This is an optimization exercise on Yosys and OpenROAD, whose aim is small area and a short achievable clock period, not a production implementation.
The RTL was checked by simulation tests, not by an equivalence proof against the original design.

==> inputs of 12-26 <==
// alu_top
module alu_top (
    input   CLK,rst,
    input   [3 : 0] ALU_FUNC,
    input   [15 : 0] A,
    input   [15 : 0] B,
    output  [31 : 0] Arith_OUT, Logic_OUT, CMP_OUT,Shift_OUT,
    output  Carry_OUT, Arith_Flag, Logic_Flag, CMP_Flag, Shift_Flag
);
==> flow/config.mk <==
export PLATFORM = sky130hd
export DESIGN_NAME = alu_top
export DESIGN_NICKNAME = alu_top
export VERILOG_FILES = /design/flow/design.v
export SDC_FILE = /design/flow/constraint.sdc
export NUM_CORES = 4
export LEC_CHECK = 0
export ABC_AREA = 0
export CAP_MARGIN = 20
export CORE_MARGIN = 2
export CORE_UTILIZATION = 40
export CTS_BUF_LIST = sky130_fd_sc_hd__clkbuf_4 sky130_fd_sc_hd__clkbuf_8
export SLEW_MARGIN = 20
export SYNTH_HIERARCHICAL = 1
export SYNTH_MINIMUM_KEEP_SIZE = 0
==> flow/constraint.sdc <==
create_clock -name core_clock -period 130.0 [get_ports {CLK}]
set_input_delay 26.0000 -clock core_clock [delete_from_list [all_inputs] [get_ports {CLK}]]
set_output_delay 26.0000 -clock core_clock [all_outputs]
set_load 0.01 [all_outputs]
standard.sh (not shown) runs the stock make flow with config.mk's settings and CLKGATE_MAP_FILE= SYNTH_SCRIPT=/design/flow/synth_recipe.tcl, a recipe that flattens the netlist after the stock synthesis.
==> flow/flow/run.sh <==
#!/bin/bash
# The standard layout with three changes:
# * synthesis maps the divider modules (Div_Unit, Div_Step_*) with flow/abc_div.script
#   and every other module with flow/abc_other.script (ORFS's area and speed ABC
#   scripts without their "buffer -c" step, whose buffers placement removes anyway;
#   the other modules are not resized either).
#   Everything else in synthesis is the standard synthesis (synth_recipe.tcl).
# * the port buffers are the smallest buffer cell (sky130_fd_sc_hd__buf_1).
# * tie cells are not split per load (SKIP_REPAIR_TIE_FANOUT), so the constant
#   outputs share their tie cells.
set -euo pipefail
HERE=$(pwd)
DIV="$HERE/flow/abc_div.script"
OTHER="$HERE/flow/abc_other.script"
# ORFS's synth.tcl with its one abc call split in two
sed "s|^  log_cmd abc {\*}\$abc_args\$|  log_cmd abc {*}[lreplace \$abc_args 1 1 $DIV] Div_Unit Div_Step_*\n  log_cmd abc {*}[lreplace \$abc_args 1 1 $OTHER]|" \
    "$FLOW_HOME/scripts/synth.tcl" > "$HERE/synth_mixed.tcl"
grep -q "abc_div.script\] Div_Unit" "$HERE/synth_mixed.tcl"
# The standard flow's synthesis script, sourcing that synth.tcl
sed "s|source \$::env(SCRIPTS_DIR)/synth.tcl|source $HERE/synth_mixed.tcl|" synth_recipe.tcl > "$HERE/mixed_synth.tcl"
grep -q "source $HERE/synth_mixed.tcl" "$HERE/mixed_synth.tcl"
# The standard layout command, with that synthesis script
sed "s|SYNTH_SCRIPT=[^ ]*|SYNTH_SCRIPT=$HERE/mixed_synth.tcl|" standard.sh > "$HERE/mixed_standard.sh"
grep -q "SYNTH_SCRIPT=$HERE/mixed_synth.tcl" "$HERE/mixed_standard.sh"
export BUFFER_PORTS_ARGS="-buffer_cell sky130_fd_sc_hd__buf_1"
export SKIP_REPAIR_TIE_FANOUT=1
bash "$HERE/mixed_standard.sh" > standard.log 2>&1
==> flow/flow/abc_div.script <==
strash
dch
map -B 0.9
topo
stime -c
upsize -c
dnsize -c
==> flow/flow/abc_other.script <==
&get -n
&st
&dch
&nf
&st
&syn2
&if -g -K 6
&synch2
&nf
&st
&syn2
&if -g -K 6
&synch2
&nf
&st
&syn2
&if -g -K 6
&synch2
&nf
&st
&syn2
&if -g -K 6
&synch2
&nf
&st
&syn2
&if -g -K 6
&synch2
&nf
&put
==> 08-20 (differences from 12-26) <==
--- a/flow/flow/run.sh
+++ b/flow/flow/run.sh
@@ -1,4 +1,4 @@
 #!/bin/bash
-# The standard layout with three changes:
+# The standard layout with four changes:
 # * synthesis maps the divider modules (Div_Unit, Div_Step_*) with flow/abc_div.script
 #   and every other module with flow/abc_other.script (ORFS's area and speed ABC
@@ -9,4 +9,5 @@
 # * tie cells are not split per load (SKIP_REPAIR_TIE_FANOUT), so the constant
 #   outputs share their tie cells.
+# * floorplan's resize-only timing repair aims at more setup slack (see below).
 set -euo pipefail
 HERE=$(pwd)
@@ -25,3 +26,7 @@
 export BUFFER_PORTS_ARGS="-buffer_cell sky130_fd_sc_hd__buf_1"
 export SKIP_REPAIR_TIE_FANOUT=1
+# Floorplan's timing repair only resizes gates and swaps pins (no buffering); ask it
+# for more setup slack than the design has, so it sizes up the slowest paths.  The
+# later steps run with the default margin.
+SETUP_SLACK_MARGIN=${FLOORPLAN_SETUP_MARGIN:-93} bash "$HERE/mixed_standard.sh" synth floorplan > standard_floorplan.log 2>&1
 bash "$HERE/mixed_standard.sh" > standard.log 2>&1
==> impl_metrics.csv <==
group,metric,value,unit
global_route,grt_pass1_vias,16511,
setup_path,crit_path_start,"B[7]",
global_route,use_met2,42.60,%
timing,worstMarginPinSlew,1.120,ns
timing,fmax,23.90,MHz
routing,wl_met1,23180,um
setup_path,worstPathRequired,130.30,ns
routing,wl_met2,26550,um
cells_and_area,buffers,164,
routing,vias,16034,
global_route,track_usage,25.09,%
run_status,status,"finished clean",
(the above is from 08-20)
==> impl_metrics.csv <==
group,metric,value,unit
routing,vias,16183,
global_route,track_usage,24.69,%
global_route,use_met2,42.80,%
timing,worstMarginPinSlew,1.010,ns
setup_path,worstPathRequired,130.23,ns
floorplanning,well_tap_count,585,
floorplanning,fp.coreArea,42980,um2
setup_path,crit_path_start,"B[10]",
run_status,status,"finished clean",
timing,fmax,23.53,MHz
cells_and_area,buffers,165,
clocking,cts_setup_buffers,0,
global_route,grt_pass1_vias,16693,
routing,wl_met2,26180,um
global_route,grt-ovfl-total,0,
(the above is from 12-26)

static timing again, ports no longer ideal:
No port has a modelled driver above. Below, the same layouts with a new extraction and two added sets of constraints. Step 1 sets driving cells, clkbuf_16 on the clock port and buf_2 on the other inputs (assumed; they add their load-dependent delay and slew). Step 2 adds t to the input delays and takes it off the output delays; t is the mean of the earliest and latest rising clock arrival at the registers after step 1. Input paths then give back, and output paths get back, about the clock's delay inside the block. Slacks: ideal ports / drivers / drivers and shift; pairs: ideal ports / drivers.
run | t (ns) | slack for setup (ns) | hold WS [ns] | clock arrival spread, ns | slew at the worst register clock pin (ns)
12-26 | 0.413 | 87.506 / 87.522 / 87.109 | 0.512 / 0.512 / 0.512 | 0.012 / 0.012 | 0.09 / 0.09
08-20 | 0.422 | 88.157 / 88.172 / 87.750 | 0.507 / 0.507 / 0.507 | 0.015 / 0.016 | 0.11 / 0.11
After both steps every run listed still meets setup and hold. The setup slack of 08-20, which loses most, moves by +0.015 ns with the drivers and by -0.407 ns with both steps.
